From an optimization exercise on the open Yosys and OpenROAD flow, aimed at small area; shortcuts taken in it are not production practice.
Function was checked by simulation only, so behaviour that the tests miss may differ from the original.
No run shown here takes its clock network from TritonCTS; it comes from the design's own scripts or RTL.
The clock port is modelled as an ideal driver, which makes a skipped or thinned clock tree look cheaper than it is; a real chip needs a root buffer or a tree.
Power figures rest on the tool's default switching activity, not on a simulated workload.

File: flow/design.v
module sign_reg(key_value, is_op, is_clr, is_eq, is_dig, dcode);
	input  [3:0] key_value;
	output       is_op, is_clr, is_eq, is_dig;
	output [3:0] dcode;
	wire   [63:0] dt = {4'd10, 4'd10, 4'd10, 4'd10, 4'd10, 4'd3, 4'd2, 4'd1, 4'd10, 4'd6, 4'd5, 4'd4, 4'd10, 4'd9, 4'd8, 4'd7};
assign is_op  = (key_value[1:0] == 2'b11);
assign is_clr = (key_value == 4'd12);
assign is_eq  = (key_value == 4'd14);
assign is_dig = ~is_op & ~is_clr & ~is_eq;
assign dcode  = dt[4*key_value +: 4];
endmodule
module number_reg(nd, dcode, nn, nb);
	input  [11:0] nd;
	input  [3:0]  dcode;
	output [11:0] nn;
	output [9:0]  nb;
	wire   [63:0] vt = {4'bx, 4'bx, 4'bx, 4'bx, 4'bx, 4'd0, 4'd9, 4'd8, 4'd7, 4'd6, 4'd5, 4'd4, 4'd3, 4'd2, 4'd1, 4'd0};
	wire   [3:0]  a = vt[4*nd[11:8] +: 4];
	wire   [3:0]  b = vt[4*nd[7:4] +: 4];
	wire   [3:0]  c = vt[4*nd[3:0] +: 4];
	wire   [3:0]  n2 = (b == 4'd0) ? 4'd0 : nd[7:4];
	wire   [3:0]  n1 = (c == 4'd0 && n2 == 4'd0) ? 4'd0 : nd[3:0];
assign nn = {n2, n1, dcode};
assign nb = a * 7'd100 + b * 4'd10 + c;
endmodule
module processor(d, cin, o);
	input  [23:0] d;
	input         cin;
	output [23:0] o;
	wire   [5:0]  cy;
function [4:0] step;
	input [4:0] i;
	case (i)
		5'd0: step = 5'd0;
		5'd1: step = 5'd1;
		5'd2: step = 5'd2;
		5'd3: step = 5'd3;
		5'd4: step = 5'd4;
		5'd5: step = 5'd5;
		5'd6: step = 5'd6;
		5'd7: step = 5'd7;
		5'd8: step = 5'd8;
		5'd9: step = 5'd9;
		5'd10: step = 5'd26;
		5'd11: step = 5'd17;
		5'd12: step = 5'd18;
		5'd13: step = 5'd19;
		5'd14: step = 5'd20;
		5'd15: step = 5'd21;
		5'd16: step = 5'd22;
		5'd17: step = 5'd23;
		5'd18: step = 5'd24;
		5'd19: step = 5'd25;
		5'd20: step = 5'd10;
		5'd21: step = 5'd1;
		default: step = 5'bx;
	endcase
endfunction
function [3:0] step5;
	input [4:0] i;
	case (i)
		5'd0: step5 = 4'd0;
		5'd1: step5 = 4'd1;
		5'd2: step5 = 4'd2;
		5'd3: step5 = 4'd3;
		5'd4: step5 = 4'd4;
		5'd5: step5 = 4'd5;
		5'd6: step5 = 4'd6;
		5'd7: step5 = 4'd7;
		5'd8: step5 = 4'd8;
		5'd9: step5 = 4'd9;
		5'd10: step5 = 4'd11;
		5'd20: step5 = 4'd10;
		5'd21: step5 = 4'd1;
		default: step5 = 4'bx;
	endcase
endfunction
assign cy[0] = cin;
genvar k;
generate
	for (k = 0; k < 5; k = k + 1) begin : g
		assign {cy[k+1], o[4*k +: 4]} = step({d[4*k +: 4], cy[k]});
	end
endgenerate
assign o[23:20] = step5({d[23:20], cy[5]});
endmodule
module drive_tube(dsp, seg);
	input  [23:0] dsp;
	output [47:0] seg;
	wire [111:0] d0_t = {16'b1111x01101111100, 16'b0101x11101110000, 16'b0101x10101000100, 16'b1000x11101101100, 16'b0100x11111111010, 16'b0100x11110011110, 16'b1000x11111101100};
	wire [111:0] d1_t = {16'bxxxx001101111100, 16'bxxxx011101110000, 16'bxxxx010101000100, 16'bxxxx011101101100, 16'bxxxx011111111010, 16'bxxxx011110011110, 16'bxxxx011111101100};
	genvar k, j;
generate
	for (j = 0; j < 7; j = j + 1) begin : s0
		assign seg[j] = d0_t[16*j + dsp[3:0]];
	end
	for (k = 1; k < 6; k = k + 1) begin : g
		for (j = 0; j < 7; j = j + 1) begin : s
			assign seg[8*k + j] = d1_t[16*j + dsp[4*k +: 4]];
		end
	end
	for (k = 0; k < 6; k = k + 1) begin : dp
		assign seg[8*k + 7] = 1'b0;
	end
endgenerate
endmodule
module calc_core(clk, rst, key_valid, key_value, ready, seg);
	input         clk;
	input         rst;
	input         key_valid;
	input  [3:0]  key_value;
	output        ready;
	output [47:0] seg;
	reg    [11:0] nd;     
	reg    [19:0] r;      
	reg    [23:0] dsp;    
	reg           c;      
	reg           ar;     
	reg    [1:0]  op;     
	reg           busy;
	reg           ph;     
	reg    [4:0]  cnt;
	wire          is_op, is_clr, is_eq, is_dig;
	wire   [3:0]  dcode;
	wire   [9:0]  nb;
	wire   [11:0] nn;
	wire   [15:0] opc   = {4'd15, 4'd14, 4'd13, 4'd12};
	wire   [15:0] issym = 16'b1111x0000000000x;
	wire   [23:0] dd;
assign ready = ~busy;
wire take = key_valid & ~busy;
sign_reg   u_key (.key_value(key_value), .is_op(is_op), .is_clr(is_clr),
                  .is_eq(is_eq), .is_dig(is_dig), .dcode(dcode));
number_reg u_num (.nd(nd), .dcode(dcode), .nn(nn), .nb(nb));
wire [10:0] acc  = dsp[23:13];
wire        div  = c & (op == 2'd3);
wire        mul  = c & (op == 2'd2);
wire        sub  = c & (op == 2'd1);
wire        rbit = (r[0] ^ sub) & c;
wire        addn = mul ? r[0] : (cnt == 5'd0);
wire [10:0] b_in = div ? ~{1'b0, nb} : (addn ? {1'b0, nb} : 11'd0);
wire [11:0] sum  = {1'b0, acc} + {1'b0, b_in} + {11'd0, div | (~mul & rbit)};
wire        q    = sum[11];
wire        last = (ph | ~div) ? (cnt == 5'd19) : (cnt == 5'd20);
processor  u_dd  (.d(dsp), .cin(r[19]), .o(dd));
drive_tube u_seg (.dsp(dsp), .seg(seg));
wire [23:0] ZERO = {20'd0, 4'd10};
always @(posedge clk) begin
	if (rst) begin
		nd   <= {8'd0, 4'd10};
		r    <= 20'd0;
		dsp  <= ZERO;
		c    <= 1'b0;
		ar   <= 1'b0;
		op   <= 2'd0;
		ph   <= 1'b0;
		busy <= 1'b0;
		cnt  <= 5'd0;
	end
	else if (busy) begin
		cnt <= last ? 5'd0 : cnt + 5'd1;
		if (!ph) begin
			if (div) begin
				dsp[23:13] <= {q ? sum[9:0] : acc[9:0], r[19]};
				r          <= {r[18:0], q};
			end
			else begin
				dsp[23:13] <= {1'b0, sum[10:1]};
				r          <= {sum[0] ^ sub, r[19:1]};
			end
			if (last) begin
				if (c) begin
					ph  <= 1'b1;
					dsp <= ZERO;
				end
				else begin
					busy       <= 1'b0;
					dsp[23:13] <= 11'd0;
					nd         <= {8'd0, 4'd10};
				end
			end
		end
		else begin
			dsp <= dd;
			r   <= {r[18:0], r[19]};
			if (last) busy <= 1'b0;
		end
	end
	else if (take) begin
		if (is_dig) begin
			nd <= nn;
			if (!c) dsp <= {12'd0, nn};
			else if (issym[dsp[3:0]]) begin
				dsp  <= ZERO;
				busy <= 1'b1;
				ph   <= 1'b1;
			end
		end
		if (is_op) begin
			ar  <= 1'b1;
			op  <= key_value[3:2];
			dsp <= {20'd0, opc[4*key_value[3:2] +: 4]};
			ph  <= 1'b0;
			if (c) nd <= {8'd0, 4'd10};
			else   busy <= 1'b1;
		end
		if (is_clr) begin
			ar  <= 1'b0;
			c   <= 1'b0;
			r   <= 20'd0;
			nd  <= {8'd0, 4'd10};
			dsp <= ZERO;
		end
		if (is_eq) begin
			c    <= 1'b1;
			ph   <= ~ar;
			busy <= 1'b1;
			dsp  <= ZERO;
		end
	end
end
endmodule
File: flow/flow/area.abc
strash
&get -n
&fraig -x
&put
scorr
dc2
dretime
strash
&get -n
&deepsyn -T 20
&dch -f
&nf -R 1000
&put
File: flow/constraint.sdc
create_clock -name core_clock -period 60.0 [get_ports {clk}]
set_input_delay 12.0000 -clock core_clock [delete_from_list [all_inputs] [get_ports {clk}]]
set_output_delay 12.0000 -clock core_clock [all_outputs]
set_load 0.01 [all_outputs]
File: flow/flow/cts.tcl
# Sourced before ORFS's CTS step (PRE_CTS_TCL): a two-level clock tree.
# The registers are split into four groups by the median of their x and y
# positions; each group's clock pins are driven by one leaf clock buffer at
# the group's centre, and one root buffer drives the leaf buffers.
rename clock_tree_synthesis __orfs_clock_tree_synthesis
proc clock_tree_synthesis { args } {
  set block [ord::get_db_block]
  set dbu [$block getDbUnitsPerMicron]
  set regs {}
  foreach inst [$block getInsts] {
    if { [[$inst getMaster] isSequential] } {
      set box [$inst getBBox]
      lappend regs [list $inst [expr { ([$box xMin] + [$box xMax]) / 2.0 }] \
        [expr { ([$box yMin] + [$box yMax]) / 2.0 }]]
    }
  }
  set xs [lsort -real [lmap r $regs { lindex $r 1 }]]
  set xm [lindex $xs [expr { [llength $xs] / 2 }]]
  set groups [dict create]
  foreach r $regs {
    set g [expr { [lindex $r 1] < $xm ? 0 : 2 }]
    dict lappend groups $g $r
  }
  set final [dict create]
  foreach g [dict keys $groups] {
    set rs [dict get $groups $g]
    set ys [lsort -real [lmap r $rs { lindex $r 2 }]]
    set ym [lindex $ys [expr { [llength $ys] / 2 }]]
    foreach r $rs {
      dict lappend final [expr { $g + ([lindex $r 2] < $ym ? 0 : 1) }] $r
    }
  }
  set k 0
  foreach g [lsort [dict keys $final]] {
    set rs [dict get $final $g]
    set sx 0.0
    set sy 0.0
    set pins {}
    foreach r $rs {
      set sx [expr { $sx + [lindex $r 1] }]
      set sy [expr { $sy + [lindex $r 2] }]
      set inst [lindex $r 0]
      foreach it [$inst getITerms] {
        if { [[$it getMTerm] getSigType] eq "CLOCK" || [[$it getMTerm] getName] eq "CLK" } {
          lappend pins [get_pins [$inst getName]/[[$it getMTerm] getName]]
        }
      }
    }
    set n [llength $rs]
    set x [expr { $sx / $n / $dbu }]
    set y [expr { $sy / $n / $dbu }]
    puts "leaf clock buffer $k at ($x, $y) for $n registers"
    insert_buffer -buffer_cell sky130_fd_sc_hd__clkbuf_8 -net clk -load_pins $pins \
      -location [list $x $y] -buffer_name clkbuf_leaf_$k -net_name clknet_leaf_$k
    incr k
  }
  set die [$block getCoreArea]
  set x [expr { ([$die xMin] + [$die xMax]) / 2.0 / $dbu }]
  set y [expr { ([$die yMin] + [$die yMax]) / 2.0 / $dbu }]
  insert_buffer -buffer_cell sky130_fd_sc_hd__clkbuf_8 -net clk \
    -location [list $x $y] -buffer_name clkbuf_root -net_name clknet_root
  set_propagated_clock [all_clocks]
}
File: flow/flow/synth.tcl
proc synth {args} { yosys synth -nofsm -noshare {*}$args }
proc abc {args} {
  set i [lsearch -exact $args -script]
  if { $i >= 0 && [info exists ::env(MY_ABC_SCRIPT)] } { lset args [expr {$i + 1}] $::env(MY_ABC_SCRIPT) }
  yosys abc {*}$args
}
source $::env(SCRIPTS_DIR)/synth.tcl
# left out here: clear keep_hierarchy, flatten, clean up, hide names made inside functions, write 1_2_yosys.v
File: flow/flow/run.sh
#!/bin/bash
# The standard layout (standard.sh) with area-oriented settings:
# - synthesis through flow/synth.tcl (synth_recipe.tcl with the ABC script
#   swapped for flow/area.abc, an area-oriented script), and no adder-cell
#   extraction (ADDER_MAP_FILE empty); registers are mapped as in the
#   standard synthesis;
# - one-site port buffers;
# - clock tree from clkbuf_8 only, without dummy loads.
F=$(pwd)/flow
export MY_ABC_SCRIPT=$F/area.abc
bash standard.sh ADDER_MAP_FILE= SYNTH_SCRIPT=$F/synth.tcl \
	"BUFFER_PORTS_ARGS=-buffer_cell sky130_fd_sc_hd__buf_1" \
	PRE_CTS_TCL=$F/cts.tcl \
	finish > standard.log 2>&1
File: flow/standard.sh
#!/bin/bash
# synth_recipe.tcl (not shown) runs the flow's synth.tcl, then flattens the netlist and writes it again
# the make line also repeats each setting of config.mk as NAME=value (left out here)
make -C /OpenROAD-flow-scripts/flow DESIGN_CONFIG=/design/flow/config.mk WORK_HOME=/design/flow/orfs CLKGATE_MAP_FILE= SYNTH_SCRIPT=/design/flow/synth_recipe.tcl "${@:-finish}"
File: flow/config.mk
export PLATFORM = sky130hd
export DESIGN_NAME = calc_core
export DESIGN_NICKNAME = calc_core
export VERILOG_FILES = /design/flow/design.v
export SDC_FILE = /design/flow/constraint.sdc
export NUM_CORES = 4
export LEC_CHECK = 0
export CAP_MARGIN = 20
export CORE_MARGIN = 2
export CORE_UTILIZATION = 40
export PLACE_DENSITY = 0.6
export SLEW_MARGIN = 20
==> run notes, run 1 <==
- Number of antenna violations at the first check in global routing: 0
- Gates resized during post-CTS repair numbered 0.
* Largest voltage drop on the vdd net: between 0.01 and 0.015 mV
* Clock latency on the worst-skew pair: roughly 0.34 ns
- Syn Area/Cell: just over 7 sq um
- The critical path is of the input pin to register type.
* Clock Skews: 0.0240 ns
- Horizontal extent of the die: 110 microns
* Data arrival, critical path: around 14 ns
- The worst register-to-register path has a setup slack of approximately 53 ns.
- Die outline area: about 0.012 sq mm
* Die extent in y: 110 microns
* Headroom to the max-slew limit: 24.7%
- Number of max-cap violations: 0
- Summed over all cells, the static leakage comes to ~0.0017 uW.
- In this run the most critical hold path is launched from r[3]$_SDFFE_PP0P_.
- The synthesized netlist contains approximately 50 unique library cells.
* Port Buffer Count: between 40 and 50
* Hold_buf cts: 0
* Synth-to-Final Area Change: 9.03%
* Row Count: 38
- Final nets: 690
- Yosys printed 2 warnings.
- Based on the critical path, the design can be clocked at up to about 0.071 GHz.
- Among all flip-flop cells after synthesis, the most frequent one is dfxtp_1.
* Slew Viols, Final: 0
* Flip-flop and latch count after synthesis: 67
- Once layout is complete, the cells apart from fillers number around 820.
* Final HPWL DP: around 8.6 mm
- Termination of the worst setup path: dsp[11]$_SDFFE_PP0P_
- The library cells used most frequently in the layout, excluding fill and tap cells, are 103 x nand2_1, 88 x nor2_1, 67 x dfxtp_1, 51 x o21ai_0, 49 x buf_1.
- Maximum number of pins on one net before global-route repair: 24
- 56 I/O pins were placed.
* Post-Route WL: 11.5 mm
* Number of cells produced by synthesis: around 630
- Core box area: roughly 0.011 sq mm
- The first global-routing pass estimated between 15 and 20 mm of wire.
- Summing over every cut layer, the via total after detailed routing is between 4000 and 5000.
- Number of enable-type register cells in the synthesized netlist: 0
- Post-route antenna net violation count: 0
- Setup repair after global routing left no endpoint under its margin.
- Global routing used between 10% and 20% of the available tracks.
- The worst setup path is captured at a register.
- Total DRC errors in the routed layout: 0
* Starting utilization of the core area: 41.3%
* Register-to-Register Path Depth: 20
- For the pin with the worst max-slew slack, the measured transition is roughly 1.1 ns.
- Ys async rst share: 0%
- Post-synthesis instance area: between 0.004 and 0.005 sq mm
* Pwr Density: between 15 and 20 mW/mm^2
- Final weighted congestion of routability-driven global placement: slightly below 0.9
- The endpoint identified for the worst register-to-register timing path is dsp[15]$_SDFFE_PP0P_.
* Outcome: complete, no violations
* Post-CTS clock slew at the launch and capture registers of the worst setup and hold paths: 0.12 ns
- Share of the clock period used by the worst path: 23.5%
- The total overflow left after global routing is 0.
- Class of the worst hold path: register to register
- In the routed layout, each cell is associated on average with a via count of 5.70.
- Antenna diode count: 0
* CP Launch Point: key_value[3]
- Sum of negative setup slack: 0 ns
- The startpoint identified for the worst register-to-register timing path is c$_SDFFE_PP0P_.
- Summing the sequential cell areas from Yosys gives ~30% of the chip area.
- Via count of the first global-routing pass: around 4000
* Final min period: 14.07 ns
* Most common library cell in the layout ignoring fill and taps: nand2_1
* Worst Setup Start Kind: input pin
- Number of buffers inserted to repair setup after CTS: 0
- Setup violations remaining at the end of the flow were counted as 0.
- The first routing iteration left roughly 300 violations.
- For the worst setup path, the data required time is 60.24 ns.
- Total iterations of the first detailed-routing run: 7
- Largest fanout on the critical path: 13
* Fraction of layout instances using a drive strength above 1: under 10%
* Hold violation total from the final report: 0
- Routed length per instance: between 10 and 15 microns
- Instance count after placement with tap cells included: between 800 and 900
==> worst min path at each step <==
stage / end / depth (start not counted)
after detailed placement: ar$_SDFFE_PP0P_ / 2
after CTS: ar$_SDFFE_PP0P_ / 2
after global routing: r[19]$_SDFFE_PP0P_ / 2
after global placement: r[17]$_SDFFE_PP0P_ / 2
final: r[4]$_SDFFE_PP0P_ / 2
after floorplan: ar$_SDFFE_PP0P_ / 2
==> worst max-delay path: stages <==
cell      delay, ns
buf_1          0.18
nand3b_1       0.24
nand4_1        0.15
a21oi_1        0.94
or3_1          0.52
o21ai_0        0.16
o311ai_0       0.11
==> flip-flops by register name, summed over array words and instances (netlist names) <==
| register | flops |
|---|---|
| nd | 12 |
| dsp | 24 |
| busy | 1 |
| cnt | 5 |
| r | 20 |
| ar | 1 |
| op | 2 |
| c | 1 |
| ph | 1 |
==> layout make-up, without the clock buffers <==
class / instances / area (sq um)
fill: 1115 / 5980
inverter: 35 / 131
multi-input combinational: 525 / 3010
sequential: 67 / 1340
tap: 140 / 175
timing repair buffer: 49 / 184
==> routing by layer <==
metal | GRT usage [%] | wire [microns] | vias to the layer above
met5 | 0 | 0 | -
met3 | 0.764 | 457 | 9
li1 | - | - | 2391
met2 | 31.7 | 5260 | 116
met1 | 26.7 | 5600 | 2166
met4 | 1.99 | 140 | 0
==> through the flow <==
| stage | util [%] | total power, uW | setup slack (ns) | hold WS, ns | area, sq um |
|---|---|---|---|---|---|
| 2_1_floorplan | - | 68.4 | 46.35 | 0.444 | 4520 |
| 3_3_place_gp | 44.4 | 74.7 | 45.71 | 0.466 | 4830 |
| 3_5_place_dp | 44.4 | 75.1 | 45.62 | 0.477 | 4830 |
| 4_1_cts | 45.0 | 96.8 | 45.94 | 0.495 | 4900 |
| 5_1_grt | 45.1 | 102 | 45.68 | 0.521 | 4910 |
| 6_report | 45.1 | 96.0 | 45.93 | 0.487 | 4910 |
==> logic make-up after synthesis <==
logic type	count (synthesis)	synth area share (%)
simple gates	285	28.3
compound gates	184	27.4
flops	67	29.8
buf+inv	41	3.92
xor+xnor	34	6.92
fa+ha+maj	12	2.67
mux	4	0.889
other cells	1	0.0833
==> power breakdown <==
group	internal (uW)	total [uW]	leakage (uW)	switching, uW
Clock	7.64	21.8	0.0000359	14.1
Sequential	46.3	49.7	0.000543	3.43
Combinational	8.77	24.5	0.00117	15.7
Total	62.7	96.0	0.00175	33.3
==> cell usage after synthesis, types with 2 or more instances <==
cell,count,area (sq um)
maj3_1,12,120
or2_0,7,43.8
a21o_1,5,37.5
a21oi_1,44,220
nand4_1,2,12.5
o22ai_1,3,18.8
nor2b_1,14,87.6
and3_1,3,18.8
mux2i_1,4,40.0
nand3_1,8,40.0
a211o_1,3,26.3
a221o_1,2,20.0
o21ai_0,51,255
o311ai_0,2,17.5
nor3b_1,3,22.5
o21a_1,2,15.0
a32oi_1,4,35.0
dfxtp_1,67,1340
xor2_1,11,96.3
nor2_1,90,338
a222oi_1,20,200
o221ai_1,5,43.8
nand2b_1,13,81.3
o31ai_1,2,15.0
nand3b_1,2,15.0
o211ai_1,6,45.0
buf_4,6,45.0
nor4_1,2,12.5
clkinv_1,35,131
xnor2_1,22,193
nor3_1,19,95.1
a211oi_1,6,45.0
a31oi_1,4,25.0
a22o_1,4,35.0
and2_0,12,75.1
a22oi_1,6,45.0
nand2_1,103,387
or3_1,6,37.5
o2111ai_1,2,17.5
a221oi_1,5,43.8
==> inputs of run 2 (changes only) <==
--- a/flow/flow/run.sh
+++ b/flow/flow/run.sh
@@ -10,5 +10,5 @@
 export MY_ABC_SCRIPT=$F/area.abc
 bash standard.sh ADDER_MAP_FILE= SYNTH_SCRIPT=$F/synth.tcl \
 	"BUFFER_PORTS_ARGS=-buffer_cell sky130_fd_sc_hd__buf_1" \
-	PRE_CTS_TCL=$F/cts.tcl \
+	PRE_CTS_TCL=$F/cts.tcl SKIP_REPAIR_TIE_FANOUT=1 \
 	finish > standard.log 2>&1
==> flow/flow/area.abc (replaced) <==
strash
&get -n
&fraig -x
&put
scorr
dc2
dretime
strash
&get -n
&deepsyn -T 40
&put
amap
--- a/flow/flow/cts.tcl
+++ b/flow/flow/cts.tcl
@@ -1,6 +1,6 @@
 # Sourced before ORFS's CTS step (PRE_CTS_TCL): a two-level clock tree.
-# The registers are split into four groups by the median of their x and y
-# positions; each group's clock pins are driven by one leaf clock buffer at
+# The registers are split into six groups: three columns by x position,
+# each halved by y position; each group's clock pins are driven by one leaf clock buffer at
 # the group's centre, and one root buffer drives the leaf buffers.
 rename clock_tree_synthesis __orfs_clock_tree_synthesis
 proc clock_tree_synthesis { args } {
@@ -15,10 +15,13 @@
     }
   }
   set xs [lsort -real [lmap r $regs { lindex $r 1 }]]
-  set xm [lindex $xs [expr { [llength $xs] / 2 }]]
+  set n3 [expr { [llength $xs] / 3 }]
+  set x1 [lindex $xs $n3]
+  set x2 [lindex $xs [expr { 2 * $n3 }]]
   set groups [dict create]
   foreach r $regs {
-    set g [expr { [lindex $r 1] < $xm ? 0 : 2 }]
+    set x [lindex $r 1]
+    set g [expr { $x < $x1 ? 0 : ($x < $x2 ? 2 : 4) }]
     dict lappend groups $g $r
   }
   set final [dict create]
==> run notes, run 2 <==
* Hold violation total from the final report: 0 (unchanged)
- The global placer's final weighted congestion is 0.901 (+3.9%).
- The die width was 109 microns (-0.97%).
* Headroom to the max-slew limit: 47.1% (+22 points)
- The number of nets with antenna violations after routing is 0 (unchanged).
- The worst setup path is captured at a register.
- Largest register FFs: 24 (unchanged)
- The critical path starts at rst.
* Final HPWL DP: 9.80 mm (+14%)
- Core box area: 0.0108 sq mm (-0.87%)
- The count of input and output buffers was 49 (unchanged).
- Post-synthesis instance area: 0.00441 sq mm (-2.0%)
- Fraction of layout instances using a drive strength above 1: 1.96% (+0.94 points)
* Syn Area/Cell: 6.70 sq um (-6.5%)
- The number of inserted filler cells in the final layout was 1108 (-0.63%).
* Worst Setup Start Kind: input pin
- Antenna diode count: 0 (unchanged)
* Gates resized, CTS repair: 0 (unchanged)
* Leakage power figure: 0.00161 uW (-7.7%)
* Utilization after layout: 45.1% (about the same)
* Top post-synthesis cells by count: 131 x nor2_1, 107 x clkinv_1, 75 x o21ai_0
- Worst Hold Launch: ar$_SDFFE_PP0P_
- Number of buffers inserted to repair setup after CTS: 0 (unchanged)
* Slew Viols, Final: 0 (unchanged)
- The total DRC errors in the routed layout came to 0 (unchanged).
* Number of enable-type register cells in the synthesized netlist: 0 (unchanged)
* Data arrival, critical path: 14.83 ns (+0.52 ns)
* Total track usage: 21.2% (+2.6 points)
* Total iterations of the first detailed-routing run: 6 (-1)
- The clock transition time at the flip-flop clock pins of the worst setup and hold paths was 0.07 ns (-0.05 ns).
* Number of max-cap violations: 0 (unchanged)
* Flip-flop and latch count after synthesis: 67 (unchanged)
- The number of global-route vias before repair is 4292 (+6.1%).
* Number of cells produced by synthesis: 658 (+4.8%)
- Final nets: 722 (+4.6%)
* Post-Route WL: 12.6 mm (+10%)
* Share of synthesized area occupied by flip-flops and latches: 30.4% (+0.61 points)
- The area of all placed cells without fillers came to 0.00486 sq mm (-0.89%).
- The first-pass GRT wire length was 20.8 mm (+9.8%).
* Post-place instance area: 0.00476 sq mm (-1.5%)
* Critical Path RT: 60.21 ns (-0.03 ns)
* Hold_buf cts: 0 (unchanged)
- Area used by multi-input combinational logic: 0.00263 sq mm (-13%)
* Dominant cell by count in the synthesized netlist: nor2_1
- The tightest min-delay check is of the register to register type.
* Library cell occupying the most area in the post-synthesis netlist: dfxtp_1
* Number of antenna violations at the first check in global routing: 0 (unchanged)
- 1st-iter DRT viols: 467 (+58%)
* Leading cell types by total area after synthesis: dfxtp_1 30%, nor2_1 11%, clkinv_1 9.1%
- Register cell area after layout: 0.00134 sq mm (unchanged)
- Primary flip-flop cell chosen by synthesis mapping: dfxtp_1
* Share of the clock period used by the worst path: 24.4% (+0.90 points)
- More flip-flops sit in one register than any other, and that register is dsp.
- The worst register-to-register path begins at c$_SDFFE_PP0P_.
* Clock latency on the worst-skew pair: 0.34 ns (about the same)
* Die extent in y: 109 microns (-0.97%)
- In the final layout, the registers with the most flip-flops are dsp (24), r (20), nd (12).
* Sum of negative setup slack: 0 ns (unchanged)
* Most common library cell in the layout ignoring fill and taps: nor2_1
- Clock Skews: 0.0164 ns (-0.00765 ns)
- I/O pin total: 56 (unchanged)
- The total power divided by cell area came to 22.7 mW/mm^2 (+16%).
* Unrepaired setup endpoints after global routing: false
- The total grt overflow was 0 (unchanged).
- Routed length per instance: 14.8 microns (+6.0%)
* Outcome: complete, no violations
- Starting utilization of the core area: 40.9% (-0.47 points)
- Peak clock frequency supported by timing: 0.0684 GHz (-3.7%)
- The minimum period implied by the final worst setup slack was 14.61 ns (+0.541 ns).
- The share of the synthesized area in the top cell type was 30.4% (+0.61 points).
- Synth-to-Final Area Change: 10.3%
- The total number of vias is 4934 (+5.4%).
* Unique masters post-synth: 43 (-16%)
* Detail-routed via count per cell: 5.78 (+1.4%)
- The maximum number of pins on one net before global-route repair is 21 (-13%).
- The worst setup path is of the input pin to register kind.
- In the layout the commonest cells are 129 x nor2_1, 107 x clkinv_1, 75 x o21ai_0, 67 x dfxtp_1, 51 x nand2_1.
- The transition at the pin with the smallest max-transition slack came to 0.784 ns (-0.345 ns).
* Die outline area: 0.0119 sq mm (-1.9%)
- The proportion of synthesized flip-flops having asynchronous set or reset came to 0% (unchanged).
* Row Count: 38 (unchanged)
* Largest voltage drop on the vdd net: 0.0139 mV (-3.6%)
- The peak fanout along the critical path is 12 (-1).
* Number of synthesis warnings: 2 (unchanged)
- Final setup violation count: 0 (unchanged)
[run 2: worst max-delay path, cell delays in order]
cell	delay [ns]
buf_1	0.16
nor2_1	0.16
clkinv_1	0.17
nor2_1	0.22
clkinv_1	0.12
nor3_1	0.36
clkinv_1	0.32
nand4_1	0.13
o21ai_0	0.12
a21o_1	0.21
o21ai_0	0.26
clkinv_1	0.36
nor2_1	0.17
a311oi_1	0.05
[run 2: cell type report, without the clock buffers]
cell class                 count  area share [%]
multi-input combinational    478            54.0
sequential                    67            27.6
inverter                     107            8.26
timing repair buffer          54            4.55
tap                          140            3.60
[run 2: power breakdown]
part / total, uW / switching (uW) / leakage, uW / internal [uW]
clock: 25.2 / 14.7 / 0.0000503 / 10.5
sequential: 49.2 / 2.71 / 0.000542 / 46.4
combinational: 35.9 / 24.3 / 0.00102 / 11.6
total: 110 / 41.7 / 0.00161 / 68.5
[run 2: worst paths after layout]
kind	to	slack, ns	cells past startpoint
max reg2reg	dsp[17]$_SDFFE_PP0P_	53.60	31
max	dsp[1]$_SDFFE_PP1P_	45.39	14
min	ar$_SDFFE_PP0P_	0.48	2
min reg2reg	ar$_SDFFE_PP0P_	0.48	2
[run 2: metal layers]
layer	up-vias	part of all wire [%]	global-route usage [%]
met1	2236	47	30.6
met3	20	6.0	1.43
met2	151	45	35.0
met5	-	0	0
li1	2527	-	-
met4	0	1.8	3.66
[run 2: metrics by stage]
stage	setup WS [ns]	power, uW	instances	hold WS [ns]
2_1_floorplan	45.84	74.8	658	0.428
3_3_place_gp	45.30	85.1	846	0.457
3_5_place_dp	45.13	85.4	846	0.452
4_1_cts	45.48	111	853	0.476
5_1_grt	45.01	117	853	0.517
6_report	45.39	110	853	0.479
[run 2: cell families (layout without fill, tap and decap cells)]
| kind of cell | after synthesis | count (layout) | synth area share (%) |
|---|---|---|---|
| other cells | 1 | 1 | 0.0850 |
| buf+inv | 113 | 168 | 10.1 |
| flops | 67 | 67 | 30.4 |
| compound gates | 250 | 250 | 38.1 |
| simple gates | 227 | 227 | 21.2 |
==> inputs of run 3 (changes only) <==
--- a/flow/flow/run.sh
+++ b/flow/flow/run.sh
@@ -10,5 +10,5 @@
 export MY_ABC_SCRIPT=$F/area.abc
 bash standard.sh ADDER_MAP_FILE= SYNTH_SCRIPT=$F/synth.tcl \
 	"BUFFER_PORTS_ARGS=-buffer_cell sky130_fd_sc_hd__buf_1" \
-	PRE_CTS_TCL=$F/cts.tcl SKIP_REPAIR_TIE_FANOUT=1 \
+	PRE_CTS_TCL=$F/cts.tcl GPL_TIMING_DRIVEN=0 REMOVE_ABC_BUFFERS=1 \
 	finish > standard.log 2>&1
==> run notes, run 3 <==
* Outcome: complete, no violations
* Highest-count cells in the layout ignoring fill and taps: 128 x nor2_1, 107 x clkinv_1, 74 x o21ai_0, 67 x dfxtp_1, 51 x nand2_1
* Largest fanout on the critical path: 13 (+1)
* Post-Route WL: 12.5 mm (-0.93%)
- The final clock skew is 0.0172 ns (+0.000894 ns).
- The total DRC errors in the routed layout is 0 (unchanged).
- The library cell used most frequently in the layout, excluding fill and tap cells, is nor2_1.
- Total iterations of the first detailed-routing run: 7 (+1)
- Final nets: 723 (+0.14%)
- The leakage component of the power came to 0.00161 uW (about the same).
- Biggest register: dsp
* Number of synthesis warnings: 2 (unchanged)
- The worst setup path is of the input pin to register kind.
* Pwr Density: 22.6 mW/mm^2 (about the same)
- The number of antenna violations at the first check in global routing was 0 (unchanged).
- Number of enable-type register cells in the synthesized netlist: 0 (unchanged)
- The die width is 109 microns (unchanged).
- Routed length per instance: 14.6 microns (-1.0%)
- Post-route antenna net violation count: 0 (unchanged)
- Walking the worst path, the cells encountered are buf_1 > nor2_1 > nand2_1 > clkinv_1 > nor2_1 > clkinv_1 > a211oi_2 > o22ai_1.
* 1st-iter DRT viols: 482 (+3.2%)
- Global-route wire length before repair: 20.4 mm (-2.3%)
* Via count of the first global-routing pass: 4281 (-0.26%)
- Summed over all instances, the cell type with the most area after synthesis is dfxtp_1.
- Post-CTS clock slew at the launch and capture registers of the worst setup and hold paths: 0.09 ns (+0.02 ns)
- Overflow left after global routing: 0 (unchanged)
- The largest individual stage delay along the critical path comes from the cell a211oi_2.
- Fraction of layout instances using a drive strength above 1: 1.96% (-0.0028 points)
- Top post-synthesis cells by count: 131 x nor2_1, 107 x clkinv_1, 75 x o21ai_0
* Row Count: 38 (unchanged)
* Maximum number of pins on one net before global-route repair: 22 (+4.8%)
- The instance count along the most critical hold path is 2 (unchanged).
- Slack of the worst reg-to-reg path: 53.56 ns (-0.04 ns)
* # fillers: 1114 (+0.54%)
* Port Buffer Count: 49 (unchanged)
- Among cell families on the critical path, the largest total delay comes from buffers and inverters.
- Compared with the post-synthesis result, the final layout area differs by 10.5%.
- The count of different cell masters after synthesis was 43 (unchanged).
- Critical Path RT: 60.19 ns (-0.02 ns)
- The worst IR drop on VDD was 0.0153 mV (+10%).
* Unrepaired setup endpoints after global routing: false
- Number of cells produced by synthesis: 658 (unchanged)
- The HPWL after detailed placement was 9.56 mm (-2.5%).
- The proportion of synthesized flip-flops having asynchronous set or reset came to 0% (unchanged).
- The cell area after synthesis was 0.00441 sq mm (unchanged).
- The number of register bits inferred by synthesis is 67 (unchanged).
- Die extent in y: 109 microns (unchanged)
- Utilization after layout: 45.2% (+0.081 points)
* Critical path buffer and inverter count: 3 (-2)
- The final-report hold violation count is 0 (unchanged).
- Sum of negative setup slack: 0 ns (unchanged)
- The worst hold slack after final layout was 0.463 ns (-0.0162 ns).
- The minimum period implied by the final worst setup slack was 14.95 ns (+0.339 ns).
- Antenna diode count: 0 (unchanged)
- The I/O pin count came to 56 (unchanged).
* Detail-routed via count per cell: 5.91 (+2.3%)
- The worst hold path belongs to the class register to register.
- Number of buffers inserted to repair setup after CTS: 0 (unchanged)
- Syn Area/Cell: 6.70 sq um (unchanged)
* Peak clock frequency supported by timing: 0.0669 GHz (-2.3%)
* Register-to-Register Path Depth: 29 (-6.5%)
- Dominant cell by count in the synthesized netlist: nor2_1
- Worst Max-Slew Pin Slew: 0.848 ns (+0.0641 ns)
- The worst setup path is captured at a register.
- After synthesis, the cell types taking the most area are dfxtp_1 30%, nor2_1 11%, clkinv_1 9.1%.
- Final weighted congestion of routability-driven global placement: 0.926 (+2.8%)
- STA classifies the critical path startpoint as an input pin.
* Clock latency on the worst-skew pair: 0.35 ns (about the same)
- Number of gates on the worst path with buffers counted: 8 (-6)
* Synth top area share: 30.4% (unchanged)
- The max-cap violation count was 0 (unchanged).
- The area of the die came to 0.0119 sq mm (unchanged).
- Starting utilization of the core area: 40.9% (unchanged)
* Top Registers: dsp (24), r (20), nd (12)
- Data arrival, critical path: 15.14 ns (+0.31 ns)
- For this run, the leading register cell type out of synthesis is dfxtp_1.
* Headroom to the max-slew limit: 43.4% (-3.7 points)
* Share of the clock period used by the worst path: 24.9% (+0.56 points)
- Total track usage: 20.5% (-0.66 points)
- The flip-flop count of the largest register after layout is 24 (unchanged).
- Core box area: 0.0108 sq mm (unchanged)
- Delay of the slowest cell on the worst path: 0.69 ns (+0.33 ns)
- The post-cts gate resize count was 0 (unchanged).
- DR vias: 5051 (+2.4%)
- Final setup violation count: 0 (unchanged)
- Hold_buf cts: 0 (unchanged)
- The number of max-slew violations in the final report is 0 (unchanged).
- The post-synthesis sequential area ratio is 30.4% (unchanged).
[run 3: cell families (layout without fill, tap and decap cells)]
kind of cell | Yosys count | count (layout) | synth area share (%)
AOI/OAI and AO/OA | 250 | 250 | 38.1
buffers and inverters | 113 | 164 | 10.1
other | 1 | 6 | 0.0850
and+or+nand+nor | 227 | 227 | 21.2
DFF | 67 | 67 | 30.4
[run 3: path summary, 6_finish.rpt]
check,startpoint,endpoint
hold reg to reg,ar$_SDFFE_PP0P_,ar$_SDFFE_PP0P_
setup reg to reg,c$_SDFFE_PP0P_,dsp[20]$_SDFFE_PP0P_
setup / recovery,rst,nd[10]$_SDFFE_PP0P_
hold / removal,ar$_SDFFE_PP0P_,ar$_SDFFE_PP0P_
[run 3: worst register-to-register path, delay by kind of cell, from the launching register on]
kind                   cells  cell delay (ns)
AO/OA/AOI/OAI             16             2.88
buffers and inverters      3             0.80
flip-flops                 1             0.54
AND/OR/NAND/NOR           10             2.16
[run 3: layout make-up, without the clock buffers]
| cell class | count | area (sq um) | share of cell area, % |
|---|---|---|---|
| Tap cell | 140 | 175 | 3.59 |
| Sequential cell | 67 | 1340 | 27.5 |
| Timing Repair Buffer | 50 | 189 | 3.88 |
| Inverter | 107 | 402 | 8.24 |
| Multi-Input combinational cell | 483 | 2670 | 54.8 |
[run 3: where the power goes]
group | total (uW) | switching, uW | internal (uW)
logic | 35.3 | 24.0 | 11.3
registers | 49.2 | 2.74 | 46.4
clock network | 25.8 | 15.3 | 10.5
total | 110 | 42.1 | 68.3
[run 3: per-stage QoR]
step                instance area, sq um  setup slack (ns)  power (uW)  cells
finish                              4870             45.05         110    854
global route                        4870             44.82         118    854
CTS                                 4870             45.16         111    854
detailed placement                  4770             44.81        85.0    847
global placement                    4740             44.41        84.1    846
floorplan                           4390             45.84        74.5    657
[run 3: layer usage]
metal	vias to the layer above	global-route usage (%)	part of all wire [%]
li1	2506	-	-
met4	0	5.31	2.6
met5	-	0	0
met3	29	1.79	6.4
met1	2316	28.8	47
met2	200	33.7	44
==> inputs of run 4 (changes only) <==
==> flow/flow/run.sh (replaced) <==
#!/bin/bash
# The standard layout (standard.sh) with area-oriented settings:
# - synthesis through flow/synth.tcl, which is synth_recipe.tcl with the ABC
#   script swapped for flow/area.abc (deep AIG optimisation, then area
#   mapping); no adder-cell extraction (ADDER_MAP_FILE empty). Registers are
#   mapped exactly as in the standard synthesis.
# - one-site port buffers (every input and output port is buffered).
# - a two-level clock tree built by flow/cts.tcl (six leaf clock buffers
#   at the centres of six register groups, one root buffer on the clock
#   port) in place of ORFS's clock_tree_synthesis.
# All tool output goes to standard.log and ORFS's own logs under orfs/.
F=$(pwd)/flow
export MY_ABC_SCRIPT=$F/area.abc
bash standard.sh ADDER_MAP_FILE= SYNTH_SCRIPT=$F/synth.tcl \
	"BUFFER_PORTS_ARGS=-buffer_cell sky130_fd_sc_hd__buf_1" \
	PRE_CTS_TCL=$F/cts.tcl \
	finish > standard.log 2>&1
==> flow/flow/area.abc (replaced) <==
strash
&get -n
&fraig -x
&put
scorr
dc2
dretime
strash
&get -n
&deepsyn -I 4 -T 240
&put
amap
--- a/flow/flow/cts.tcl
+++ b/flow/flow/cts.tcl
@@ -1,4 +1,5 @@
-# Sourced before ORFS's CTS step (PRE_CTS_TCL): a two-level clock tree.
+# Sourced before ORFS's CTS step (PRE_CTS_TCL): a two-level clock tree in
+# place of clock_tree_synthesis.
 # The registers are split into six groups: three columns by x position,
 # each halved by y position; each group's clock pins are driven by one leaf clock buffer at
 # the group's centre, and one root buffer drives the leaf buffers.
==> run notes, run 4 <==
* Start of the worst register-to-register path: nd[7]$_SDFFE_PP0P_
- Headroom to the max-slew limit: 33.2% (-10 points)
- The max-cap violation count was 0 (unchanged).
* Horizontal extent of the die: 108 microns (-0.89%)
* Antenna diode count: 0 (unchanged)
- # fillers: 1116 (+0.18%)
- The worst register-to-register path ends at dsp[21]$_SDFFE_PP0P_.
- The synthesized-area fraction occupied by adder cells is 0% (unchanged).
* Leakage power figure: 0.00165 uW (+2.5%)
- The register-to-register setup slack is 52.76 ns (-0.80 ns).
- Number of synthesis warnings: 2 (unchanged)
* Die extent in y: 108 microns (-0.89%)
- In the post-synthesis netlist, the cell with the most instances is nor2_1.
* Register-to-Register Path Depth: 39 (+34%)
- The area growth from synthesis to layout is 10.3%.
- The count of different cell masters after synthesis is 37 (-14%).
* Nature of the critical path endpoint: register
* Final min period: 14.62 ns (-0.332 ns)
* Final weighted congestion of routability-driven global placement: 0.879 (-5.0%)
- The clock transition time at the flip-flop clock pins of the worst setup and hold paths is 0.09 ns (about the same).
- The met2 track demand over resource in global routing was 32.7% (-1.0 points).
* Outcome: complete, no violations
- More flip-flops sit in one register than any other, and that register is dsp.
* Peak clock frequency supported by timing: 0.0684 GHz (+2.3%)
* Starting utilization of the core area: 41.6% (+0.70 points)
* Final instance area: 0.00477 sq mm (-2.0%)
- The count of input and output buffers is 49 (unchanged).
- Non-filler cells in the finished layout: 849 (-0.59%)
* Unrepaired setup endpoints after global routing: false
- The layer flagged by global routing as most heavily used is met2.
* Post-place instance area: 0.00467 sq mm (-2.1%)
- Hold_buf cts: 0 (unchanged)
* Largest fanout on the critical path: 21 (+8)
- Final HPWL DP: 9.33 mm (-2.4%)
- Largest voltage drop on the vdd net: 0.0157 mV (+2.4%)
* Worst Hold Margin: 0.485 ns (+0.0223 ns)
* Post-synthesis instance area: 0.00433 sq mm (-1.8%)
* DR vias: 4857 (-3.8%)
* Category of the critical setup timing path: input pin to register
- The number of standard cells after synthesis is 656 (-0.30%).
- Multiplexer fraction of the synthesized cell area: 0% (unchanged)
- Primary flip-flop cell chosen by synthesis mapping: dfxtp_1
- Leading cell types by total area after synthesis: dfxtp_1 31%, nor2_1 11%, o21ai_0 9.6%
- Area share of and/or/nand/nor cells after synthesis: 22.1% (+0.83 points)
- The number of detailed-routing iterations run before antenna repair is 6 (-1).
* Met1 demand-to-capacity share in global routing: 29.3% (+0.53 points)
* Synth top area share: 31.0% (+0.57 points)
- Share of the clock period used by the worst path: 24.4% (-0.55 points)
- Number of antenna violations at the first check in global routing: 0 (unchanged)
* Class of the worst hold path: register to register
* Final nets: 722 (-0.14%)
- Xor and xnor fraction of the mapped netlist area: 0.202% (+0.20 points)
* Final setup violation count: 0 (unchanged)
- Gates resized, CTS repair: 0 (unchanged)
* Worst Max-Slew Pin Slew: 1.00 ns (+0.154 ns)
* Syn Area/Cell: 6.60 sq um (-1.5%)
- Critical Path RT: 60.28 ns (+0.09 ns)
- Fraction of layout instances using a drive strength above 1: 1.54% (-0.42 points)
* Worst Hold Endpoint: ar$_SDFFE_PP0P_
- Clock latency on the worst-skew pair: 0.34 ns (about the same)
- The cell row count was 37 (-2.6%).
- The overall track demand over capacity in global routing was 20.1% (-0.39 points).
- The compound-cell area share of the yosys netlist was 36.3% (-1.9 points).
* I/O pin total: 56 (unchanged)
- The number of cells after detailed placement was 842 (-0.59%).
* Flip-flop and latch count after synthesis: 67 (unchanged)
* 1st-iter DRT viols: 365 (-24%)
- Highest-count cells in the layout ignoring fill and taps: 125 x nor2_1, 108 x clkinv_1, 83 x o21ai_0, 67 x dfxtp_1, 55 x nand2_1
- The flip-flop count of the largest register after layout is 24 (unchanged).
- The total power divided by cell area is 19.4 mW/mm^2 (-14%).
- The area of the die was 0.0117 sq mm (-1.8%).
- The total DRC errors in the routed layout is 0 (unchanged).
* Hold violation total from the final report: 0 (unchanged)
- Leaving out fill and tap cells, the most frequent cell in the layout is nor2_1.
- Worst Setup Start Kind: input pin
* Data arrival, critical path: 14.90 ns (-0.24 ns)
- The maximum number of pins on one net before global-route repair came to 22 (unchanged).
- The routed wire length is 11.9 mm (-5.0%).
- By area, the combinational part of the netlist is dominated by compound AO/OA/AOI/OAI gates.
* Number of enable-type register cells in the synthesized netlist: 0 (unchanged)
- Routed length per instance: 14.0 microns (-4.4%)
- The detail-routed via count per cell is 5.72 (-3.3%).
* Overflow left after global routing: 0 (unchanged)
- Clock Skews: 0.0242 ns (+0.00695 ns)
* Share of synthesized area occupied by flip-flops and latches: 31.0% (+0.57 points)
- Global-route wire length before repair: 20.0 mm (-1.7%)
- Post-route antenna net violation count: 0 (unchanged)
- Sum of negative setup slack: 0 ns (unchanged)
* Core box area: 0.0104 sq mm (-3.5%)
* Worst Hold Launch: ar$_SDFFE_PP0P_
- The proportion of synthesized flip-flops having asynchronous set or reset was 0% (unchanged).
- Number of buffers inserted to repair setup after CTS: 0 (unchanged)
* Top Registers: dsp (24), r (20), nd (12)
- Ranked by instance count, the synthesized netlist is headed by 127 x nor2_1, 108 x clkinv_1, 83 x o21ai_0.
- The global routing usage on met3 came to 1.33% (-0.47 points).
- Count of cells along the worst hold path: 2 (unchanged)
- The number of global-route vias before repair came to 4255 (-0.61%).
* Slew Viols, Final: 0 (unchanged)
- Library cell occupying the most area in the post-synthesis netlist: dfxtp_1
## run 4: changes by cell type after synthesis, moves of 5 or more
cell,before,now
a21oi_1,40,53
o211ai_1,0,5
o21a_1,13,5
o21ai_0,75,83
o22ai_1,25,17
o31ai_1,5,0
## run 4: cell type report, without the clock buffers
class,count,area [sq um],area share (%)
timing repair buffer,51,199,4.17
inverter,108,405,8.49
sequential,67,1340,28.1
multi-input combinational,480,2560,53.7
tap,136,170,3.56
## run 4: logic make-up (layout without fill, tap and decap cells)
kind of cell / Yosys count / after routing
XOR/XNOR: 1 / 1
other: 1 / 6
AND/OR/NAND/NOR: 230 / 230
buffers and inverters: 114 / 166
flip-flops: 67 / 67
AO/OA/AOI/OAI: 243 / 243
## run 4: worst max-delay path by stage
stage          from                   end  slack [ns]  cells past startpoint
2_1_floorplan   rst  dsp[21]$_SDFFE_PP0P_       45.35                     10
3_3_place_gp    rst  dsp[15]$_SDFFE_PP0P_       44.87                     11
3_5_place_dp    rst  dsp[15]$_SDFFE_PP0P_       44.70                     11
4_1_cts         rst  dsp[15]$_SDFFE_PP0P_       45.09                     11
5_1_grt         rst  dsp[15]$_SDFFE_PP0P_       44.99                     11
6_report        rst  dsp[15]$_SDFFE_PP0P_       45.38                     11
## run 4: worst max-delay path, stage by stage
cell and delay [ns]:
buf_1 0.25, clkinv_1 0.22, nand2_1 0.18, nor2_1 0.07
clkinv_1 0.25, nand2_1 0.45, nor2_2 0.70, nand2_1 0.34
o21ai_0 0.26, nor3_1 0.08, o22ai_1 0.09
## run 4: power by group
part | internal (uW) | switching (uW)
Combinational | 6.44 | 14.1
Clock | 10.5 | 14.4
Sequential | 45.6 | 1.47
Total | 62.6 | 30.0
## run 4: per-layer routing
layer,vias up,part of all wire [%]
li1,2470,-
met1,2229,50
met2,140,44
met3,18,4.2
met4,0,1.9
met5,-,0
## run 4: stage by stage
step	power (uW)	utilization, %	setup WS [ns]
floorplan	62.9	-	45.35
global placement	68.2	44.9	44.87
detailed placement	68.4	44.9	44.70
CTS	93.4	45.8	45.09
global route	97.9	45.8	44.99
finish	92.6	45.8	45.38
==> inputs of run 5 (changes only) <==
==> flow/flow/area.abc (replaced) <==
strash
&get -n
&fraig -x
&put
scorr
dc2
dretime
strash
&get -n
&deepsyn -I 8 -T 240
&put
amap
==> run notes, run 5 <==
- Worst Max-Slew Pin Slew: 1.00 ns (unchanged)
- The count of routing violations after the opening detailed-route iteration came to 365 (unchanged).
* Worst Hold Margin: 0.485 ns (unchanged)
- DR vias: 4857 (unchanged)
* Post-synthesis instance area: 0.00433 sq mm (unchanged)
- The flip-flop count of the largest register after layout is 24 (unchanged).
- The global placer's final weighted congestion came to 0.879 (unchanged).
- Post-route antenna net violation count: 0 (unchanged)
- Syn Area/Cell: 6.60 sq um (unchanged)
- Most common library cell in the layout ignoring fill and taps: nor2_1
* Clock latency on the worst-skew pair: 0.34 ns (about the same)
- The post-detailed-route wirelength per cell is 14.0 microns (unchanged).
- Ranked by flip-flop count, first place goes to dsp.
- The path class of the tightest hold or removal check is register to register.
- In the layout the commonest cells are 125 x nor2_1, 108 x clkinv_1, 83 x o21ai_0, 67 x dfxtp_1, 55 x nand2_1.
- Nature of the critical path endpoint: register
- The maximum number of pins on one net before global-route repair was 22 (unchanged).
- Setup repair after global routing left no endpoint under its margin.
- The final clock skew was 0.0242 ns (unchanged).
- The number of antenna violations at the first check in global routing is 0 (unchanged).
- Leading cell types by total area after synthesis: dfxtp_1 31%, nor2_1 11%, o21ai_0 9.6%
- The Yosys warning count is 2 (unchanged).
- The leakage component of the power was 0.00165 uW (unchanged).
- The number of setup buffers added after CTS was 0 (unchanged).
- Largest fanout on the critical path: 21 (unchanged)
* Via count of the first global-routing pass: 4255 (unchanged)
- The overall track demand over capacity in global routing came to 20.1% (unchanged).
- Core box area: 0.0104 sq mm (unchanged)
- Outcome: complete, no violations
- The minimum period implied by the final worst setup slack is 14.62 ns (unchanged).
- Category of the critical setup timing path: input pin to register
- Global-route wire length before repair: 20.0 mm (unchanged)
- The proportion of synthesized flip-flops having asynchronous set or reset is 0% (unchanged).
- In the final layout, the registers with the most flip-flops are dsp (24), r (20), nd (12).
- Die outline area: 0.0117 sq mm (unchanged)
* Dominant cell by count in the synthesized netlist: nor2_1
* Antenna diode count: 0 (unchanged)
- Slew Viols, Final: 0 (unchanged)
* Port Buffer Count: 49 (unchanged)
- Headroom to the max-slew limit: 33.2% (unchanged)
- The number of register bits inferred by synthesis came to 67 (unchanged).
- The cell row count was 37 (unchanged).
- Total DRC errors in the routed layout: 0 (unchanged)
- Share of synthesized area occupied by flip-flops and latches: 31.0% (unchanged)
- # fillers: 1116 (unchanged)
- The total power divided by cell area is 19.4 mW/mm^2 (unchanged).
- The power after layout came to 92.6 uW (unchanged).
- Share of the clock period used by the worst path: 24.4% (unchanged)
* Fraction of layout instances using a drive strength above 1: 1.54% (unchanged)
- The initial core utilization is 41.6% (unchanged).
* Largest voltage drop on the vdd net: 0.0157 mV (unchanged)
- The final setup TNS is 0 ns (unchanged).
* Post-CTS clock slew at the launch and capture registers of the worst setup and hold paths: 0.09 ns (about the same)
- Hold violation total from the final report: 0 (unchanged)
- Top post-synthesis cells by count: 127 x nor2_1, 108 x clkinv_1, 83 x o21ai_0
- The die width came to 108 microns (unchanged).
- The fraction of the core area covered by cells at the end of the flow is 45.8% (unchanged).
- The setup slack after placement came to 44.70 ns (unchanged).
- The maximum clock frequency was 0.0684 GHz (unchanged).
* I/O pin total: 56 (unchanged)
- Number of max-cap violations: 0 (unchanged)
* Overflow left after global routing: 0 (unchanged)
* Library cell occupying the most area in the post-synthesis netlist: dfxtp_1
- Critical Path RT: 60.28 ns (about the same)
- Number of enable-type register cells in the synthesized netlist: 0 (unchanged)
- The data arrival time of the critical path came to 14.90 ns (about the same).
- The number of standard cells after synthesis was 656 (unchanged).
- Unique masters post-synth: 37 (unchanged)
* Final setup violation count: 0 (unchanged)
* Die extent in y: 108 microns (unchanged)
* Final HPWL DP: 9.33 mm (unchanged)
* Worst Setup Start Kind: input pin
* Final worst setup slack: 45.38 ns (unchanged)
* Detail-routed via count per cell: 5.72 (unchanged)
- The number of buffers inserted by hold repair at cts came to 0 (unchanged).
* Primary flip-flop cell chosen by synthesis mapping: dfxtp_1
- Post-Route WL: 11.9 mm (unchanged)
* Final nets: 722 (unchanged)
* Synth-to-Final Area Change: 10.3% (unchanged)
* Gates resized, CTS repair: 0 (unchanged)
- The share of the synthesized area in the top cell type was 31.0% (unchanged).
- The number of detailed-routing iterations run before antenna repair was 6 (unchanged).
-- run 5: cell counts in the layout (fill, tap and decap cells not counted) --
No cell type changed its count.
-- run 5: per-layer routing --
| metal | routed length (microns) | vias to the layer above | global-route usage [%] | part of all wire (%) |
|---|---|---|---|---|
| met5 | 0 | - | 0 | 0 |
| met4 | 221 | 0 | 4.21 | 1.9 |
| met3 | 498 | 18 | 1.33 | 4.2 |
| met2 | 5270 | 140 | 32.7 | 44 |
| met1 | 5880 | 2229 | 29.3 | 50 |
| li1 | - | 2470 | - | - |
-- run 5: worst max-delay path, stage by stage --
cell      delay, ns
buf_1          0.25
clkinv_1       0.22
nand2_1        0.18
nor2_1         0.07
clkinv_1       0.25
nand2_1        0.45
nor2_2         0.70
nand2_1        0.34
o21ai_0        0.26
nor3_1         0.08
o22ai_1        0.09
-- run 5: kinds of logic after synthesis --
logic type / count (synthesis) / share of synthesized area (%)
other: 1 / 0.0866
DFF: 67 / 31.0
buffers and inverters: 114 / 10.4
xor gates and xnor gates: 1 / 0.202
AOI/OAI and AO/OA: 243 / 36.3
and+or+nand+nor: 230 / 22.1
-- run 5: final cells by class, without the clock buffers --
cell class	count	area, sq um	area share (%)
multi-input combinational	480	2560	53.7
timing repair buffer	51	199	4.17
sequential	67	1340	28.1
inverter	108	405	8.49
tap	136	170	3.56
-- run 5: metrics by stage --
stage          instances  cell area [sq um]
5_1_grt              849               4770
4_1_cts              849               4770
3_3_place_gp         842               4670
6_report             849               4770
3_5_place_dp         842               4670
2_1_floorplan        661               4350
-- run 5: worst paths after layout --
path	depth (start not counted)	slack [ns]	to	from
setup / recovery	11	45.38	dsp[15]$_SDFFE_PP0P_	rst
hold / removal	2	0.48	ar$_SDFFE_PP0P_	ar$_SDFFE_PP0P_
setup reg to reg	39	52.76	dsp[21]$_SDFFE_PP0P_	nd[7]$_SDFFE_PP0P_
hold reg to reg	2	0.48	ar$_SDFFE_PP0P_	ar$_SDFFE_PP0P_
-- run 5: power by group --
part | internal [uW] | switching (uW)
registers | 45.6 | 1.47
clock network | 10.5 | 14.4
logic | 6.44 | 14.1
==> inputs of run 6 (changes only) <==
--- a/flow/design.v
+++ b/flow/design.v
@@ -119,7 +119,7 @@
 	reg    [1:0]  op;     
 	reg           busy;
 	reg           ph;     
-	reg    [4:0]  cnt;
+	reg    [4:0]  cnt;    
 	wire          is_op, is_clr, is_eq, is_dig;
 	wire   [3:0]  dcode;
 	wire   [9:0]  nb;
@@ -137,11 +137,11 @@
 wire        mul  = c & (op == 2'd2);
 wire        sub  = c & (op == 2'd1);
 wire        rbit = (r[0] ^ sub) & c;
-wire        addn = mul ? r[0] : (cnt == 5'd0);
+wire        addn = mul ? r[0] : (cnt == 5'd1);
 wire [10:0] b_in = div ? ~{1'b0, nb} : (addn ? {1'b0, nb} : 11'd0);
 wire [11:0] sum  = {1'b0, acc} + {1'b0, b_in} + {11'd0, div | (~mul & rbit)};
 wire        q    = sum[11];
-wire        last = (ph | ~div) ? (cnt == 5'd19) : (cnt == 5'd20);
+wire        last = (ph | ~div) ? (cnt == 5'd6) : (cnt == 5'd13);
 processor  u_dd  (.d(dsp), .cin(r[19]), .o(dd));
 drive_tube u_seg (.dsp(dsp), .seg(seg));
 wire [23:0] ZERO = {20'd0, 4'd10};
@@ -155,10 +155,10 @@
 		op   <= 2'd0;
 		ph   <= 1'b0;
 		busy <= 1'b0;
-		cnt  <= 5'd0;
+		cnt  <= 5'd1;
 	end
 	else if (busy) begin
-		cnt <= last ? 5'd0 : cnt + 5'd1;
+		cnt <= last ? 5'd1 : {cnt[3:0], cnt[4] ^ cnt[2]};
 		if (!ph) begin
 			if (div) begin
 				dsp[23:13] <= {q ? sum[9:0] : acc[9:0], r[19]};
==> flow/flow/area.abc (replaced) <==
strash
&get -n
&fraig -x
&put
scorr
dc2
dretime
strash
&get -n
&deepsyn -I 4 -T 240
&put
amap
==> run notes, run 6 <==
- The height of the die is 108 microns (about the same).
- The source-to-sink clock delay at the later pin of the worst-skew pair came to 0.35 ns (about the same).
- The share of the synthesized area in the top cell type was 31.0% (about the same).
- The number of nets with antenna violations after routing came to 0 (unchanged).
- Row Count: 37 (unchanged)
* Routing layer with the top usage in global route: met2
* Highest-count cells in the layout ignoring fill and taps: 123 x nor2_1, 108 x clkinv_1, 67 x o21ai_0, 67 x dfxtp_1, 51 x nand2_1
* Total iterations of the first detailed-routing run: 9 (+3)
- The I/O pin count is 56 (unchanged).
- The Yosys warning count was 2 (unchanged).
- Start of the worst register-to-register path: c$_SDFFE_PP0P_
- The count of different cell masters after synthesis is 43 (+16%).
- The post-synthesis sequential area ratio came to 31.0% (about the same).
* Maximum number of pins on one net before global-route repair: 21 (-4.5%)
- Total track usage: 21.0% (+0.93 points)
- The HPWL after detailed placement was 9.54 mm (+2.3%).
- Met1 demand-to-capacity share in global routing: 31.0% (+1.6 points)
- The final-report hold violation count is 0 (unchanged).
- Sequential fraction of design power: 45.8% (-5.1 points)
* Worst Hold Endpoint: nd[0]$_SDFFE_PP0P_
- The number of buffers inserted by hold repair at cts came to 0 (unchanged).
- Flip-flop and latch count after synthesis: 67 (unchanged)
- Pwr Density: 22.3 mW/mm^2 (+15%)
* Largest voltage drop on the vdd net: 0.0162 mV (+3.6%)
- Cell-internal power: 67.2 uW (+7.5%)
- Antenna diode count: 0 (unchanged)
- The number of cells in the finished layout apart from fillers was 838 (-1.3%).
- Dominant cell by count in the synthesized netlist: nor2_1
- The startpoint identified for the worst hold timing path is nd[0]$_SDFFE_PP0P_.
- Total DRC errors in the routed layout: 0 (unchanged)
* Primary flip-flop cell chosen by synthesis mapping: dfxtp_1
- Unrepaired setup endpoints after global routing: false
- Number of max-cap violations: 0 (unchanged)
- Nature of the critical path endpoint: primary output
- Register-to-Register Path Depth: 33 (-15%)
* Leading cell types by total area after synthesis: dfxtp_1 31%, nor2_1 11%, clkinv_1 9.4%
- The number of global-route vias before repair was 4328 (+1.7%).
- Post-place instance area: 0.00470 sq mm (+0.48%)
- The total number of vias is 4891 (+0.70%).
- Largest fanout on the critical path: 5 (-76%)
* Data arrival, critical path: 2.17 ns (-12.73 ns)
* Routed length per instance: 14.8 microns (+5.9%)
- Port Buffer Count: 49 (unchanged)
- The relative slew slack was 41.2% (+8.0 points).
* Count of cells along the worst hold path: 2 (unchanged)
- Peak clock frequency supported by timing: 0.0706 GHz (+3.2%)
- In this run the worst hold path is classified as register to register.
* Die outline area: 0.0117 sq mm (about the same)
- Outcome: complete, no violations
* Fraction of layout instances using a drive strength above 1: 1.85% (+0.31 points)
- The setup violation total in the final timing report was 0 (unchanged).
- Switching share of power: 37.1% (+4.6 points)
- The detail-routed via count per cell is 5.84 (+2.0%).
- Instance count after placement with tap cells included: 831 (-1.3%)
* Share of the clock period used by the worst path: 23.6% (-0.76 points)
- The die width was 108 microns (about the same).
- The number of flops mapped to enable cells by yosys is 0 (unchanged).
* Library cell occupying the most area in the post-synthesis netlist: dfxtp_1
- Syn Area/Cell: 6.74 sq um (+2.1%)
* # fillers: 1100 (-1.4%)
* Met2 capacity usage during global routing: 33.9% (+1.2 points)
- The number of setup buffers added after CTS came to 0 (unchanged).
- Combinational share of power: 30.9% (+8.7 points)
* Met3 global-route usage: 2.17% (+0.84 points)
- The clock transition time at the flip-flop clock pins of the worst setup and hold paths came to 0.07 ns (-0.02 ns).
- Clock Skews: 0.0228 ns (-0.00142 ns)
- The register-to-register setup slack was 52.72 ns (-0.04 ns).
* Final nets: 711 (-1.5%)
* Clock group share of total power: 23.3% (-3.6 points)
- Starting utilization of the core area: 41.5% (about the same)
- Post-Route WL: 12.4 mm (+4.5%)
- The cell area after synthesis is 0.00433 sq mm (about the same).
* Critical path buffer and inverter count: 2 (-1)
- Leakage power figure: 0.00162 uW (-2.1%)
- The critical path required time was 48.00 ns (-12.28 ns).
* Ys async rst share: 0% (unchanged)
* Global-route wire length before repair: 20.7 mm (+3.2%)
- Sum of negative setup slack: 0 ns (unchanged)
- The endpoint identified for the worst register-to-register timing path is dsp[19]$_SDFFE_PP0P_.
- Delay of the slowest cell on the worst path: 0.39 ns (-0.31 ns)
- Ordered list of cells on the worst path: clkinv_1 > nor2_1 > a21oi_1 > o21ai_0 > nor2_1 > nor3_1 > a21o_1 > or2_0 > buf_1
- Top Registers: dsp (24), r (20), nd (12)
* 1st-iter DRT viols: 384 (+5.2%)
* Final weighted congestion of routability-driven global placement: 0.918 (+4.4%)
- Among cell families on the critical path, the largest total delay comes from simple AND/OR/NAND/NOR gates.
* Gates resized, CTS repair: 0 (unchanged)
* Biggest register: dsp
* Most used cell, CP: nor2_1
* Overflow left after global routing: 0 (unchanged)
- The area of all placed cells without fillers was 0.00479 sq mm (+0.37%).
* Power dissipated by switching net loads: 39.6 uW (+32%)
- Number of cells produced by synthesis: 642 (-2.1%)
- Slew Viols, Final: 0 (unchanged)
* Core box area: 0.0104 sq mm (unchanged)
- The worst setup path is launched from a register.
- Worst Max-Slew Pin Slew: 0.878 ns (-0.124 ns)
- Largest register FFs: 24 (unchanged)
* Category of the critical setup timing path: register to primary output
- Top post-synthesis cells by count: 124 x nor2_1, 108 x clkinv_1, 67 x dfxtp_1, 67 x o21ai_0, 51 x nand2_1
- Final min period: 14.17 ns (-0.453 ns)
* Synth-to-Final Area Change: 10.7%
- The number of antenna violations at the first check in global routing is 0 (unchanged).
* Most common library cell in the layout ignoring fill and taps: nor2_1
- For this design, the slowest cell found on the critical path is dfxtp_1.
run 6: kinds of logic after synthesis:
group,synth area share [%]
simple gates,21.1
buf+inv,10.4
other cells,0.0866
compound gates,37.2
xor+xnor,0.202
flops,31.0
run 6: area by class of cell, without the clock buffers:
class	count	area [sq um]	area share (%)
sequential	67	1340	28.0
multi-input combinational	466	2560	53.4
inverter	108	405	8.46
timing repair buffer	54	221	4.62
tap	136	170	3.55
run 6: how the worst max path moves through the flow:
stage                     cells past startpoint  slack [ns]                 from             endpoint
after floorplan                               8       45.51                  rst  dsp[0]$_SDFFE_PP0P_
after global placement                       11       45.80                  rst  dsp[0]$_SDFFE_PP0P_
after detailed placement                     11       45.72                  rst  dsp[0]$_SDFFE_PP0P_
after CTS                                     9       45.86  dsp[5]$_SDFFE_PP0P_               seg[8]
after global routing                          9       45.65  dsp[5]$_SDFFE_PP0P_               seg[8]
final                                         9       45.83  dsp[5]$_SDFFE_PP0P_               seg[8]
run 6: per-layer routing:
metal | wire [microns] | vias to the layer above
li1 | - | 2463
met1 | 5950 | 2246
met2 | 5490 | 171
met3 | 839 | 11
met4 | 127 | 0
met5 | 0 | -
run 6: power by group through the flow:
stage / Clock, uW / Combinational [uW] / Sequential, uW
CTS: 25.9 / 32.6 / 48.9
floorplan: 0 / 23.8 / 49.2
finish: 24.8 / 33.0 / 49.0
global placement: 0 / 31.9 / 49.9
detailed placement: 0 / 32.4 / 49.9
global route: 27.6 / 37.1 / 49.2
run 6: worst min-delay path, cell delays in order (launching register included):
cell	delay (ns)
dfxtp_1	0.30
clkinv_1	0.06
o22ai_1	0.07
run 6: per-stage QoR:
stage	worst slack [ns]	util, %	hold slack [ns]	total power, uW
4_1_cts	45.86	46.0	0.477	107
3_5_place_dp	45.72	45.1	0.463	82.3
2_1_floorplan	45.51	-	0.444	73.0
3_3_place_gp	45.80	45.1	0.473	81.7
5_1_grt	45.65	46.0	0.522	114
6_report	45.83	46.0	0.477	107

what the ideal ports hide:
In the flow no input, the clock included, has a driving cell. The finished layouts below were timed again as built, in two steps. Step 1 assumes that a clkbuf_16 drives the clock port and a buf_2 every other input. Step 2, shift: input delay + t, output delay - t, t = (earliest + latest rising clock arrival at the registers) / 2. This alone moves slack from input paths to output paths. Three values: ideal ports, drivers, drivers and shift; two values: the first two.
run	shift t [ns]	setup slack, ns	worst setup path after step 2	worst register clock-pin slew, ns	pins driven straight from the clock port
run 1	0.365	45.929 / 45.898 / 45.575	input to register	0.12 / 0.12	1
run 2	0.367	45.387 / 45.390 / 45.023	input to register	0.09 / 0.09	1
run 3	0.371	45.049 / 45.059 / 44.688	input to register	0.09 / 0.09	1
run 4	0.364	45.381 / 45.393 / 45.029	input to register	0.09 / 0.09	1
run 5	0.364	45.381 / 45.393 / 45.029	input to register	0.09 / 0.09	1
run 6	0.372	45.834 / 45.802 / 45.661	input to register	0.09 / 0.09	1
After both steps setup and hold are still met in every run listed. The setup slack of run 2, which loses most, moves by +0.003 ns with the drivers and by -0.364 ns with both steps.
